What follows belongs to an exercise in optimizing a design on an open flow for small area and a short achievable clock period; a production flow would make more cautious choices. At most, simulation tests tie the RTL to the original design; equivalence was not proved. The clock port is modelled as an ideal driver, which makes a skipped or thinned clock tree look cheaper than it is; a real chip needs a root buffer or a tree. Power is estimated from default activity; no workload was simulated.

==> run a <==
Design mac_unit, start of the top module:
module mac_unit(input clk,en,clr,
                input [15:0]a,b,
                output [39:0]c);
==> flow/config.mk <==
export PLATFORM = sky130hd
export DESIGN_NAME = mac_unit
export DESIGN_NICKNAME = mac_unit
export VERILOG_FILES = /design/flow/design.v
export SDC_FILE = /design/flow/constraint.sdc
export NUM_CORES = 4
export LEC_CHECK = 0
export CAP_MARGIN = 20
export CORE_MARGIN = 2
export CORE_UTILIZATION = 40
export SLEW_MARGIN = 20
export SYNTH_HIERARCHICAL = 1
export SYNTH_MINIMUM_KEEP_SIZE = 0
==> flow/constraint.sdc <==
create_clock -name core_clock -period 13.5 [get_ports {clk}]
set_input_delay 2.7000 -clock core_clock [delete_from_list [all_inputs] [get_ports {clk}]]
set_output_delay 2.7000 -clock core_clock [all_outputs]
set_load 0.01 [all_outputs]
standard.sh (not shown) runs the stock make flow with config.mk's settings and CLKGATE_MAP_FILE= SYNTH_SCRIPT=/design/flow/synth_recipe.tcl, a recipe that flattens the netlist after the stock synthesis.
==> flow/flow/run.sh <==
#!/bin/bash
# The standard layout (standard.sh), with these changes:
#  - every port gets a buf_1 buffer (ORFS's buffer_ports with -buffer_cell);
#  - after CTS (flow/clocktree.tcl) the clock tree is rebuilt as two balanced
#    levels of clkbuf_16 buffers (4 on the clock port, 8 driving the flip-flops);
#  - setup repair aims for 9.95 ns of slack at the design's clock period, and
#    does not remove buffers (so every port keeps its buffer).
# ORFS writes each step's full log under orfs/logs/; make's own output goes to standard.log.
export BUFFER_PORTS_ARGS="-buffer_cell sky130_fd_sc_hd__buf_1"
export PRE_RESIZE_TCL=$PWD/flow/sizes.tcl
export POST_CTS_TCL=$PWD/flow/clocktree.tcl
export SETUP_SLACK_MARGIN=9.95
export SKIP_BUFFER_REMOVAL=1
bash standard.sh > standard.log 2>&1
==> flow/flow/clocktree.tcl <==
# Two-level clock tree in place of the one CTS builds: the clock port drives four
# clkbuf_16 buffers, one per quadrant of the flip-flops, and each of these drives
# two clkbuf_16 buffers, one per half of its quadrant, which drive the flip-flops'
# clock pins. The groups are cut at median coordinates, so every flip-flop's clock
# goes through two equal buffers.
set block [ord::get_db_block]
set db [ord::get_db]
set bufm [$db findMaster sky130_fd_sc_hd__clkbuf_16]
set clk_net [$block findNet clk]

set ffs {}
foreach inst [$block getInsts] {
  if {[string match "sky130_fd_sc_hd__df*" [[$inst getMaster] getName]]} {
    lappend ffs $inst
  }
}
# remove the CTS buffers, its dummy loads, and its nets
set old_nets {}
foreach inst [$block getInsts] {
  if {[string match "clkload*" [$inst getName]]} {
    odb::dbInst_destroy $inst
  } elseif {[string match "clkbuf_*_clk" [$inst getName]]} {
    set onet [[$inst findITerm X] getNet]
    if {$onet != "NULL"} { lappend old_nets $onet }
    odb::dbInst_destroy $inst
  }
}
foreach ff $ffs {
  set it [$ff findITerm CLK]
  set n [$it getNet]
  if {$n != "NULL" && [$n getName] != "clk"} { $it disconnect }
}
foreach n $old_nets {
  if {[llength [$n getITerms]] == 0} { odb::dbNet_destroy $n }
}
if {[llength [$clk_net getITerms]] != 0} { error "clock port still drives cells" }

proc ffx {ff} { return [lindex [$ff getLocation] 0] }
proc ffy {ff} { return [lindex [$ff getLocation] 1] }
proc split2 {l axis} {
  set s [lsort -command [list apply {{axis a b} {expr {[ff$axis $a] - [ff$axis $b]}}} $axis] $l]
  set h [expr {[llength $s] / 2}]
  return [list [lrange $s 0 [expr {$h - 1}]] [lrange $s $h end]]
}
proc centroid {l} {
  set sx 0; set sy 0
  foreach ff $l { set sx [expr {$sx + [ffx $ff]}]; set sy [expr {$sy + [ffy $ff]}] }
  return [list [expr {$sx / [llength $l]}] [expr {$sy / [llength $l]}]]
}
proc add_buf {block bufm name loc in_net out_name} {
  set buf [odb::dbInst_create $block $bufm $name]
  $buf setLocation {*}$loc
  $buf setPlacementStatus PLACED
  [$buf findITerm A] connect $in_net
  set net [odb::dbNet_create $block $out_name]
  $net setSigType CLOCK
  [$buf findITerm X] connect $net
  return $net
}
set quads {}
foreach half [split2 $ffs x] { lappend quads {*}[split2 $half y] }
set k 0
foreach q $quads {
  set rnet [add_buf $block $bufm "clkroot_$k" [centroid $q] $clk_net "clknet_root_$k"]
  set j 0
  foreach part [split2 $q x] {
    set lnet [add_buf $block $bufm "clkleaf_${k}_$j" [centroid $part] $rnet "clknet_leaf_${k}_$j"]
    foreach ff $part { [$ff findITerm CLK] connect $lnet }
    puts "clock buffer clkleaf_${k}_$j drives [llength $part] flip-flops"
    incr j
  }
  incr k
}

detailed_placement
check_placement -verbose
estimate_parasitics -placement
report_clock_skew
==> flow/flow/sizes.tcl <==
# Sizes of the output buffers (made by buffer_ports, named output*) and of the
# accumulator flip-flops that drive them.
foreach inst [get_cells {output*}] {
  replace_cell $inst sky130_fd_sc_hd__buf_4
}
foreach inst [get_cells {a1.acc*}] {
  replace_cell $inst sky130_fd_sc_hd__dfxtp_4
}
# the input buffers of en and clr, which drive the accumulator's control gates
foreach port {en clr} {
  foreach inst [get_cells -of_objects [get_nets $port]] {
    replace_cell $inst sky130_fd_sc_hd__buf_2
  }
}
foreach inst [get_cells {m1.ra* m1.rb*}] {
  replace_cell $inst sky130_fd_sc_hd__dfxtp_4
}
==> run b (differences from run a) <==
--- a/flow/design.v
+++ b/flow/design.v
@@ -23,19 +23,14 @@
 module or2(input a,b, output y);
 assign y=a|b;
 endmodule
 module mux2_1(input h,s,e1,e0,
               output d);
 assign d=(e1&s)|(e0&h);
 endmodule
-module acc_ctl(input en,clr,
-               output e1,e0);
-assign e1=en&~clr;
-assign e0=~(en|clr);
-endmodule
 module mul_16x16(input clk,
                  input [15:0]a,
                  input [15:0]b,
                  output [31:0]c);
 reg [15:0]ra,rb;
 reg [55:0]s2;      
 reg [31:0]p3,p4;
@@ -1082,26 +1077,21 @@
 wire gg71 = g0[36] | (p0[36] & gg44);
 wire pp71 = p0[36] & pp44;
 wire gg72 = g0[38] | (p0[38] & gg53);
 wire pp72 = p0[38] & pp53;
 wire [39:0]cy={gg72, gg53, gg71, gg44, gg70, gg52, gg69, gg38, gg68, gg51, gg67, gg43, gg66, gg50, gg65, gg39, gg64, gg49, gg63, gg42, gg62, gg48, gg61, gg36, gg60, gg47, gg59, gg41, gg58, gg46, gg57, gg31, gg56, gg45, gg55, gg21, gg54, gg1, g0[0], 1'b0};
 wire [39:0]sum=p0^cy;
 wire [39:0]d;
-wire [3:0]e1,e0;     
+wire e1=en&~clr;     
+wire e0=~(en|clr);   
 genvar i;
 generate
- for (i=0;i<4;i=i+1)
-  begin : ctl
-   acc_ctl k(en,clr,e1[i],e0[i]);
-  end
-endgenerate
-generate
  for (i=0;i<40;i=i+1)
   begin : sel
-   mux2_1 m(acc[i],sum[i],e1[i/10],e0[i/10],d[i]);
+   mux2_1 m(acc[i],sum[i],e1,e0,d[i]);
   end
 endgenerate
 always @(posedge clk)
   acc <= d;
 assign c = acc;
 endmodule
 module mac_unit(input clk,en,clr,
==> flow/flow/run.sh (replaced) <==
#!/bin/bash
# The standard layout (standard.sh), with these changes:
#  - every port gets a buf_1 buffer (ORFS's buffer_ports with -buffer_cell);
#  - after CTS (flow/clocktree.tcl) the clock tree is rebuilt as two balanced
#    levels of inverters (4 inv_8 on the clock port, 8 inv_16 driving the flip-flops);
#  - setup repair aims for 9.70 ns of slack at the design's clock period, and
#    does not remove buffers (so every port keeps its buffer).
# ORFS writes each step's full log under orfs/logs/; make's own output goes to standard.log.
export BUFFER_PORTS_ARGS="-buffer_cell sky130_fd_sc_hd__buf_1"
export PRE_RESIZE_TCL=$PWD/flow/sizes.tcl
export POST_CTS_TCL=$PWD/flow/clocktree.tcl
export SETUP_SLACK_MARGIN=9.70
export SKIP_BUFFER_REMOVAL=1
bash standard.sh > standard.log 2>&1
--- a/flow/flow/clocktree.tcl
+++ b/flow/flow/clocktree.tcl
@@ -1,15 +1,11 @@
-# Two-level clock tree in place of the one CTS builds: the clock port drives four
-# clkbuf_16 buffers, one per quadrant of the flip-flops, and each of these drives
-# two clkbuf_16 buffers, one per half of its quadrant, which drive the flip-flops'
-# clock pins. The groups are cut at median coordinates, so every flip-flop's clock
-# goes through two equal buffers.
 set block [ord::get_db_block]
 set db [ord::get_db]
-set bufm [$db findMaster sky130_fd_sc_hd__clkbuf_16]
+set leafm [$db findMaster sky130_fd_sc_hd__inv_16]
+set rootm [$db findMaster sky130_fd_sc_hd__inv_8]
 set clk_net [$block findNet clk]
 
 set ffs {}
 foreach inst [$block getInsts] {
   if {[string match "sky130_fd_sc_hd__df*" [[$inst getMaster] getName]]} {
     lappend ffs $inst
   }
@@ -43,34 +39,34 @@
   return [list [lrange $s 0 [expr {$h - 1}]] [lrange $s $h end]]
 }
 proc centroid {l} {
   set sx 0; set sy 0
   foreach ff $l { set sx [expr {$sx + [ffx $ff]}]; set sy [expr {$sy + [ffy $ff]}] }
   return [list [expr {$sx / [llength $l]}] [expr {$sy / [llength $l]}]]
 }
-proc add_buf {block bufm name loc in_net out_name} {
-  set buf [odb::dbInst_create $block $bufm $name]
+proc add_buf {block master name loc in_net out_name} {
+  set buf [odb::dbInst_create $block $master $name]
   $buf setLocation {*}$loc
   $buf setPlacementStatus PLACED
   [$buf findITerm A] connect $in_net
   set net [odb::dbNet_create $block $out_name]
   $net setSigType CLOCK
-  [$buf findITerm X] connect $net
+  [$buf findITerm Y] connect $net
   return $net
 }
 set quads {}
 foreach half [split2 $ffs x] { lappend quads {*}[split2 $half y] }
 set k 0
 foreach q $quads {
-  set rnet [add_buf $block $bufm "clkroot_$k" [centroid $q] $clk_net "clknet_root_$k"]
+  set rnet [add_buf $block $rootm "clkroot_$k" [centroid $q] $clk_net "clknet_root_$k"]
   set j 0
   foreach part [split2 $q x] {
-    set lnet [add_buf $block $bufm "clkleaf_${k}_$j" [centroid $part] $rnet "clknet_leaf_${k}_$j"]
+    set lnet [add_buf $block $leafm "clkleaf_${k}_$j" [centroid $part] $rnet "clknet_leaf_${k}_$j"]
     foreach ff $part { [$ff findITerm CLK] connect $lnet }
-    puts "clock buffer clkleaf_${k}_$j drives [llength $part] flip-flops"
+    puts "clock inverter clkleaf_${k}_$j drives [llength $part] flip-flops"
     incr j
   }
   incr k
 }
 
 detailed_placement
 check_placement -verbose
==> flow/flow/sizes.tcl (replaced) <==
# Sizes of the output buffers (made by buffer_ports, named output*) and of the
# accumulator flip-flops that drive them.
foreach inst [get_cells {output*}] {
  replace_cell $inst sky130_fd_sc_hd__buf_1
}
foreach inst [get_cells {a1.acc*}] {
  replace_cell $inst sky130_fd_sc_hd__dfxtp_2
}
# the input buffers of en and clr, which drive the accumulator's control gates
foreach port {en clr} {
  foreach inst [get_cells -of_objects [get_nets $port]] {
    replace_cell $inst sky130_fd_sc_hd__buf_8
  }
}
foreach inst [get_cells {m1.ra* m1.rb*}] {
  replace_cell $inst sky130_fd_sc_hd__dfxtp_4
}
==> comparison table <==
| quantity | run a | run b |
|---|---|---|
| Die span in y | 179 µm | 179 µm |
| Multi-input combinational cell area | 7960 µm² | 7900 µm² |
| Register-to-Register Setup Slack | 10.08 ns | 9.95 ns |
| Filler cell count | 2,845 | 2,814 |
| Drt initial violations | 397 | 427 |
| Run status | complete, no violations | complete, no violations |
| Clock latency on the worst-skew pair | 0.30 ns | 0.14 ns |
| Number of standard cells in the layout, taps in and fillers out | 1,584 | 1,513 |
| Post-synthesis instance area | 12,300 µm² | 12,200 µm² |
| Routed length on met3 | 1530 µm | 1870 µm |
| Number of global-route vias before repair | 8,643 | 8,290 |
| Metal2 WL | 12,500 µm | 12,400 µm |
| Fin crit period | 3.47 ns | 3.55 ns |
| Standby leakage power | 5.65 nW | 5.04 nW |
| Relative max-transition margin | 55.8% | 59.4% |
| Hold_ws | 0.328 ns | 0.314 ns |
| Net switching power | 0.980 mW | 1.01 mW |
| Placeable core region | 30,400 µm² | 30,300 µm² |
| Parity-gate share of the synthesized area counting xor and xnor cells | 3.27% | 3.29% |
| Fraction of power consumed by sequential logic | 35.6% | 38.6% |
| Sequential area share after synthesis | 31.2% | 31.4% |
| Synthesized area divided by synthesized cell count | 11.1 µm² | 11.1 µm² |
Function not checked in run a: the RTL went through the layout flow alone. No run of this note takes its clock network from TritonCTS; it comes from the design's own scripts or RTL.

==> inputs of 03-01 <==
mac_unit with an RTL version that a note above also has.
Settings: LEC_CHECK=0, CAP_MARGIN=20, CORE_MARGIN=2, CORE_UTILIZATION=40, SLEW_MARGIN=20, SYNTH_HIERARCHICAL=1, SYNTH_MINIMUM_KEEP_SIZE=0; clock period 13.5 ns.
==> flow/flow/run.sh <==
#!/bin/bash
# The standard layout (standard.sh), with these changes:
#  - every port gets a buf_1 buffer (ORFS's buffer_ports with -buffer_cell);
#  - after CTS (flow/clocktree.tcl) the clock tree is rebuilt as two balanced
#    levels of inverters (4 inv_8 on the clock port, 8 inv_16 driving the flip-flops);
#  - setup repair aims for 9.70 ns of slack at the design's clock period, and
#    does not remove buffers (so every port keeps its buffer).
# ORFS writes each step's full log under orfs/logs/; make's own output goes to standard.log.
export BUFFER_PORTS_ARGS="-buffer_cell sky130_fd_sc_hd__buf_1"
export PRE_RESIZE_TCL=$PWD/flow/sizes.tcl
export POST_CTS_TCL=$PWD/flow/clocktree.tcl
export SETUP_SLACK_MARGIN=9.70
export SKIP_BUFFER_REMOVAL=1
bash standard.sh > standard.log 2>&1
==> flow/flow/clocktree.tcl <==
set block [ord::get_db_block]
set db [ord::get_db]
set leafm [$db findMaster sky130_fd_sc_hd__inv_16]
set rootm [$db findMaster sky130_fd_sc_hd__inv_8]
set clk_net [$block findNet clk]

set ffs {}
foreach inst [$block getInsts] {
  if {[string match "sky130_fd_sc_hd__df*" [[$inst getMaster] getName]]} {
    lappend ffs $inst
  }
}
# remove the CTS buffers, its dummy loads, and its nets
set old_nets {}
foreach inst [$block getInsts] {
  if {[string match "clkload*" [$inst getName]]} {
    odb::dbInst_destroy $inst
  } elseif {[string match "clkbuf_*_clk" [$inst getName]]} {
    set onet [[$inst findITerm X] getNet]
    if {$onet != "NULL"} { lappend old_nets $onet }
    odb::dbInst_destroy $inst
  }
}
foreach ff $ffs {
  set it [$ff findITerm CLK]
  set n [$it getNet]
  if {$n != "NULL" && [$n getName] != "clk"} { $it disconnect }
}
foreach n $old_nets {
  if {[llength [$n getITerms]] == 0} { odb::dbNet_destroy $n }
}
if {[llength [$clk_net getITerms]] != 0} { error "clock port still drives cells" }

proc ffx {ff} { return [lindex [$ff getLocation] 0] }
proc ffy {ff} { return [lindex [$ff getLocation] 1] }
proc split2 {l axis} {
  set s [lsort -command [list apply {{axis a b} {expr {[ff$axis $a] - [ff$axis $b]}}} $axis] $l]
  set h [expr {[llength $s] / 2}]
  return [list [lrange $s 0 [expr {$h - 1}]] [lrange $s $h end]]
}
proc centroid {l} {
  set sx 0; set sy 0
  foreach ff $l { set sx [expr {$sx + [ffx $ff]}]; set sy [expr {$sy + [ffy $ff]}] }
  return [list [expr {$sx / [llength $l]}] [expr {$sy / [llength $l]}]]
}
proc add_buf {block master name loc in_net out_name} {
  set buf [odb::dbInst_create $block $master $name]
  $buf setLocation {*}$loc
  $buf setPlacementStatus PLACED
  [$buf findITerm A] connect $in_net
  set net [odb::dbNet_create $block $out_name]
  $net setSigType CLOCK
  [$buf findITerm Y] connect $net
  return $net
}
set quads {}
foreach half [split2 $ffs x] { lappend quads {*}[split2 $half y] }
set k 0
foreach q $quads {
  set rnet [add_buf $block $rootm "clkroot_$k" [centroid $q] $clk_net "clknet_root_$k"]
  set j 0
  foreach part [split2 $q x] {
    set lnet [add_buf $block $leafm "clkleaf_${k}_$j" [centroid $part] $rnet "clknet_leaf_${k}_$j"]
    foreach ff $part { [$ff findITerm CLK] connect $lnet }
    puts "clock inverter clkleaf_${k}_$j drives [llength $part] flip-flops"
    incr j
  }
  incr k
}

detailed_placement
check_placement -verbose
estimate_parasitics -placement
report_clock_skew
==> flow/flow/sizes.tcl <==
# Sizes of the output buffers (made by buffer_ports, named output*) and of the
# accumulator flip-flops that drive them.
foreach inst [get_cells {output*}] {
  replace_cell $inst sky130_fd_sc_hd__buf_1
}
foreach inst [get_cells {a1.acc*}] {
  replace_cell $inst sky130_fd_sc_hd__dfxtp_1
}
# the input buffers of en and clr, which drive the accumulator's control gates
foreach port {en clr} {
  foreach inst [get_cells -of_objects [get_nets $port]] {
    replace_cell $inst sky130_fd_sc_hd__buf_8
  }
}
foreach inst [get_cells {m1.ra* m1.rb*}] {
  replace_cell $inst sky130_fd_sc_hd__dfxtp_4
}
==> inputs of 08-27, as changes to 03-01 <==
==> flow/flow/run.sh (replaced) <==
#!/bin/bash
# The standard layout (standard.sh), with these changes:
#  - every port gets a buf_1 buffer (ORFS's buffer_ports with -buffer_cell);
#  - after CTS (flow/clocktree.tcl) the clock tree is rebuilt as two balanced
#    levels of inverters (4 inv_6 on the clock port, 8 inv_12 driving the flip-flops);
#  - setup repair keeps the standard target (0 ns of slack), and
#    does not remove buffers (so every port keeps its buffer).
# ORFS writes each step's full log under orfs/logs/; make's own output goes to standard.log.
export BUFFER_PORTS_ARGS="-buffer_cell sky130_fd_sc_hd__buf_1"
export PRE_RESIZE_TCL=$PWD/flow/sizes.tcl
export POST_CTS_TCL=$PWD/flow/clocktree.tcl
export SETUP_SLACK_MARGIN=0
export SKIP_BUFFER_REMOVAL=1
bash standard.sh > standard.log 2>&1
--- a/flow/flow/clocktree.tcl
+++ b/flow/flow/clocktree.tcl
@@ -1,9 +1,9 @@
 set block [ord::get_db_block]
 set db [ord::get_db]
-set leafm [$db findMaster sky130_fd_sc_hd__inv_16]
-set rootm [$db findMaster sky130_fd_sc_hd__inv_8]
+set leafm [$db findMaster sky130_fd_sc_hd__inv_12]
+set rootm [$db findMaster sky130_fd_sc_hd__inv_6]
 set clk_net [$block findNet clk]
 
 set ffs {}
 foreach inst [$block getInsts] {
   if {[string match "sky130_fd_sc_hd__df*" [[$inst getMaster] getName]]} {
CORE_UTILIZATION = 60   (was 40)
==> inputs of 09-25, as changes to 03-01 <==
--- a/flow/design.v
+++ b/flow/design.v
@@ -25,10 +25,15 @@
 endmodule
 module mux2_1(input h,s,e1,e0,
               output d);
 assign d=(e1&s)|(e0&h);
 endmodule
+module acc_ctl(input en,clr,
+               output e1,e0);
+assign e1=en&~clr;
+assign e0=~(en|clr);
+endmodule
 module mul_16x16(input clk,
                  input [15:0]a,
                  input [15:0]b,
                  output [31:0]c);
 reg [15:0]ra,rb;
@@ -1079,17 +1084,22 @@
 wire gg72 = g0[38] | (p0[38] & gg53);
 wire pp72 = p0[38] & pp53;
 wire [39:0]cy={gg72, gg53, gg71, gg44, gg70, gg52, gg69, gg38, gg68, gg51, gg67, gg43, gg66, gg50, gg65, gg39, gg64, gg49, gg63, gg42, gg62, gg48, gg61, gg36, gg60, gg47, gg59, gg41, gg58, gg46, gg57, gg31, gg56, gg45, gg55, gg21, gg54, gg1, g0[0], 1'b0};
 wire [39:0]sum=p0^cy;
 wire [39:0]d;
-wire e1=en&~clr;     
-wire e0=~(en|clr);   
+wire [3:0]e1,e0;     
 genvar i;
 generate
+ for (i=0;i<4;i=i+1)
+  begin : ctl
+   acc_ctl k(en,clr,e1[i],e0[i]);
+  end
+endgenerate
+generate
  for (i=0;i<40;i=i+1)
   begin : sel
-   mux2_1 m(acc[i],sum[i],e1,e0,d[i]);
+   mux2_1 m(acc[i],sum[i],e1[i/10],e0[i/10],d[i]);
   end
 endgenerate
 always @(posedge clk)
   acc <= d;
 assign c = acc;
==> flow/flow/run.sh (replaced) <==
#!/bin/bash
# The standard layout (standard.sh), with these changes:
#  - every port gets a buf_1 buffer (ORFS's buffer_ports with -buffer_cell);
#  - after CTS (flow/clocktree.tcl) the clock tree is rebuilt as two balanced
#    levels of clkbuf_16 buffers (4 on the clock port, 8 driving the flip-flops);
#  - setup repair aims for 9.85 ns of slack at the design's clock period, and
#    does not remove buffers (so every port keeps its buffer); it may resize a
#    cell to one of another footprint (MATCH_CELL_FOOTPRINT=0).
# ORFS writes each step's full log under orfs/logs/; make's own output goes to standard.log.
export BUFFER_PORTS_ARGS="-buffer_cell sky130_fd_sc_hd__buf_1"
export PRE_RESIZE_TCL=$PWD/flow/sizes.tcl
export POST_CTS_TCL=$PWD/flow/clocktree.tcl
export SETUP_SLACK_MARGIN=9.85
export SKIP_BUFFER_REMOVAL=1
export MATCH_CELL_FOOTPRINT=0
bash standard.sh > standard.log 2>&1
--- a/flow/flow/clocktree.tcl
+++ b/flow/flow/clocktree.tcl
@@ -1,9 +1,13 @@
+# Two-level clock tree in place of the one CTS builds: the clock port drives four
+# clkbuf_16 buffers, one per quadrant of the flip-flops, and each of these drives
+# two clkbuf_16 buffers, one per half of its quadrant, which drive the flip-flops'
+# clock pins. The groups are cut at median coordinates, so every flip-flop's clock
+# goes through two equal buffers.
 set block [ord::get_db_block]
 set db [ord::get_db]
-set leafm [$db findMaster sky130_fd_sc_hd__inv_16]
-set rootm [$db findMaster sky130_fd_sc_hd__inv_8]
+set bufm [$db findMaster sky130_fd_sc_hd__clkbuf_16]
 set clk_net [$block findNet clk]
 
 set ffs {}
 foreach inst [$block getInsts] {
   if {[string match "sky130_fd_sc_hd__df*" [[$inst getMaster] getName]]} {
@@ -41,30 +45,30 @@
 proc centroid {l} {
   set sx 0; set sy 0
   foreach ff $l { set sx [expr {$sx + [ffx $ff]}]; set sy [expr {$sy + [ffy $ff]}] }
   return [list [expr {$sx / [llength $l]}] [expr {$sy / [llength $l]}]]
 }
-proc add_buf {block master name loc in_net out_name} {
-  set buf [odb::dbInst_create $block $master $name]
+proc add_buf {block bufm name loc in_net out_name} {
+  set buf [odb::dbInst_create $block $bufm $name]
   $buf setLocation {*}$loc
   $buf setPlacementStatus PLACED
   [$buf findITerm A] connect $in_net
   set net [odb::dbNet_create $block $out_name]
   $net setSigType CLOCK
-  [$buf findITerm Y] connect $net
+  [$buf findITerm X] connect $net
   return $net
 }
 set quads {}
 foreach half [split2 $ffs x] { lappend quads {*}[split2 $half y] }
 set k 0
 foreach q $quads {
-  set rnet [add_buf $block $rootm "clkroot_$k" [centroid $q] $clk_net "clknet_root_$k"]
+  set rnet [add_buf $block $bufm "clkroot_$k" [centroid $q] $clk_net "clknet_root_$k"]
   set j 0
   foreach part [split2 $q x] {
-    set lnet [add_buf $block $leafm "clkleaf_${k}_$j" [centroid $part] $rnet "clknet_leaf_${k}_$j"]
+    set lnet [add_buf $block $bufm "clkleaf_${k}_$j" [centroid $part] $rnet "clknet_leaf_${k}_$j"]
     foreach ff $part { [$ff findITerm CLK] connect $lnet }
-    puts "clock inverter clkleaf_${k}_$j drives [llength $part] flip-flops"
+    puts "clock buffer clkleaf_${k}_$j drives [llength $part] flip-flops"
     incr j
   }
   incr k
 }
 
==> flow/flow/sizes.tcl (replaced) <==
# Sizes of the output buffers (made by buffer_ports, named output*) and of the
# accumulator flip-flops that drive them.
foreach inst [get_cells {output*}] {
  replace_cell $inst sky130_fd_sc_hd__buf_4
}
foreach inst [get_cells {a1.acc*}] {
  replace_cell $inst sky130_fd_sc_hd__dfxtp_4
}
# the input buffers of en and clr, which drive the accumulator's control gates
foreach port {en clr} {
  foreach inst [get_cells -of_objects [get_nets $port]] {
    replace_cell $inst sky130_fd_sc_hd__buf_2
  }
}
foreach inst [get_cells {m1.ra* m1.rb*}] {
  replace_cell $inst sky130_fd_sc_hd__dfxtp_4
}
==> inputs of 08-28, as changes to 03-01 <==
==> flow/flow/run.sh (replaced) <==
#!/bin/bash
# The standard layout (standard.sh), with these changes:
#  - every port gets a buf_1 buffer (ORFS's buffer_ports with -buffer_cell);
#  - setup repair aims for 9.70 ns of slack at the design's clock period, and
#    does not remove buffers (so every port keeps its buffer).
# ORFS writes each step's full log under orfs/logs/; make's own output goes to standard.log.
export BUFFER_PORTS_ARGS="-buffer_cell sky130_fd_sc_hd__buf_1"
export PRE_RESIZE_TCL=$PWD/flow/sizes.tcl
export SETUP_SLACK_MARGIN=9.70
export SKIP_BUFFER_REMOVAL=1
bash standard.sh > standard.log 2>&1
==> flow/flow/sizes.tcl (replaced) <==
# Sizes of the output buffers (made by buffer_ports, named output*), of the
# accumulator flip-flops that drive them, and of the operand flip-flops.
foreach inst [get_cells {output*}] {
  replace_cell $inst sky130_fd_sc_hd__buf_2
}
foreach inst [get_cells {a1.acc*}] {
  replace_cell $inst sky130_fd_sc_hd__dfxtp_2
}
foreach inst [get_cells {m1.ra* m1.rb*}] {
  replace_cell $inst sky130_fd_sc_hd__dfxtp_2
}
CTS_BUF_LIST = sky130_fd_sc_hd__clkbuf_8   (was unset)
removed: flow/flow/clocktree.tcl
==> summary of the runs <==
- In sequential cell count, 08-27 and 03-01 do not differ.
- Against 08-27, the utilization of 03-01 is lower by 21 points.
- Sequential share of layout area: 08-28 < 09-25 < 03-01 < 08-27.
- Power: 08-27 < 03-01 < 08-28 < 09-25.
For 09-25, only the layout was checked, not whether the RTL still works. The clock cells of 03-01, 08-27 and 09-25 come from the design's own scripts or RTL, not from TritonCTS.

port drivers added, routing unchanged:
How much do the figures lean on ideal ports? The routed layouts below were timed once more, with nothing changed but the port constraints.
Step 1 (the two cells are an assumption about what drives the block):
set clk [get_ports {clk}]
set_driving_cell -lib_cell sky130_fd_sc_hd__clkbuf_16 $clk
set_driving_cell -lib_cell sky130_fd_sc_hd__buf_2 [delete_from_list [all_inputs] $clk]
Step 2 moves the port delays by t, midway between the first and last clock arrival at a register: inputs arrive t later, outputs are due t later. That takes back most of the time a late clock gives input paths.
a / b / c = no drivers / after step 1 / after step 2; a / b = the first two.
run | shift t [ns] | setup slack, ns | worst hold slack (ns)
run a | 0.381 | 10.030 / 9.935 / 9.736 | 0.328 / 0.328 / 0.328
run b | 0.274 | 9.952 / 9.952 / 9.817 | 0.314 / 0.314 / 0.314
03-01 | 0.272 | 9.963 / 9.907 / 9.812 | 0.315 / 0.315 / 0.315
08-27 | 0.274 | 9.993 / 9.934 / 9.832 | 0.328 / 0.328 / 0.328
09-25 | 0.385 | 9.958 / 9.916 / 9.731 | 0.329 / 0.329 / 0.329
08-28 | 0.506 | 9.794 / 9.750 / 9.501 | 0.323 / 0.323 / 0.323
After both steps every run listed still meets setup and hold. For run a, which loses most, drivers alone change the setup slack by -0.095 ns; drivers and shift together by -0.294 ns.
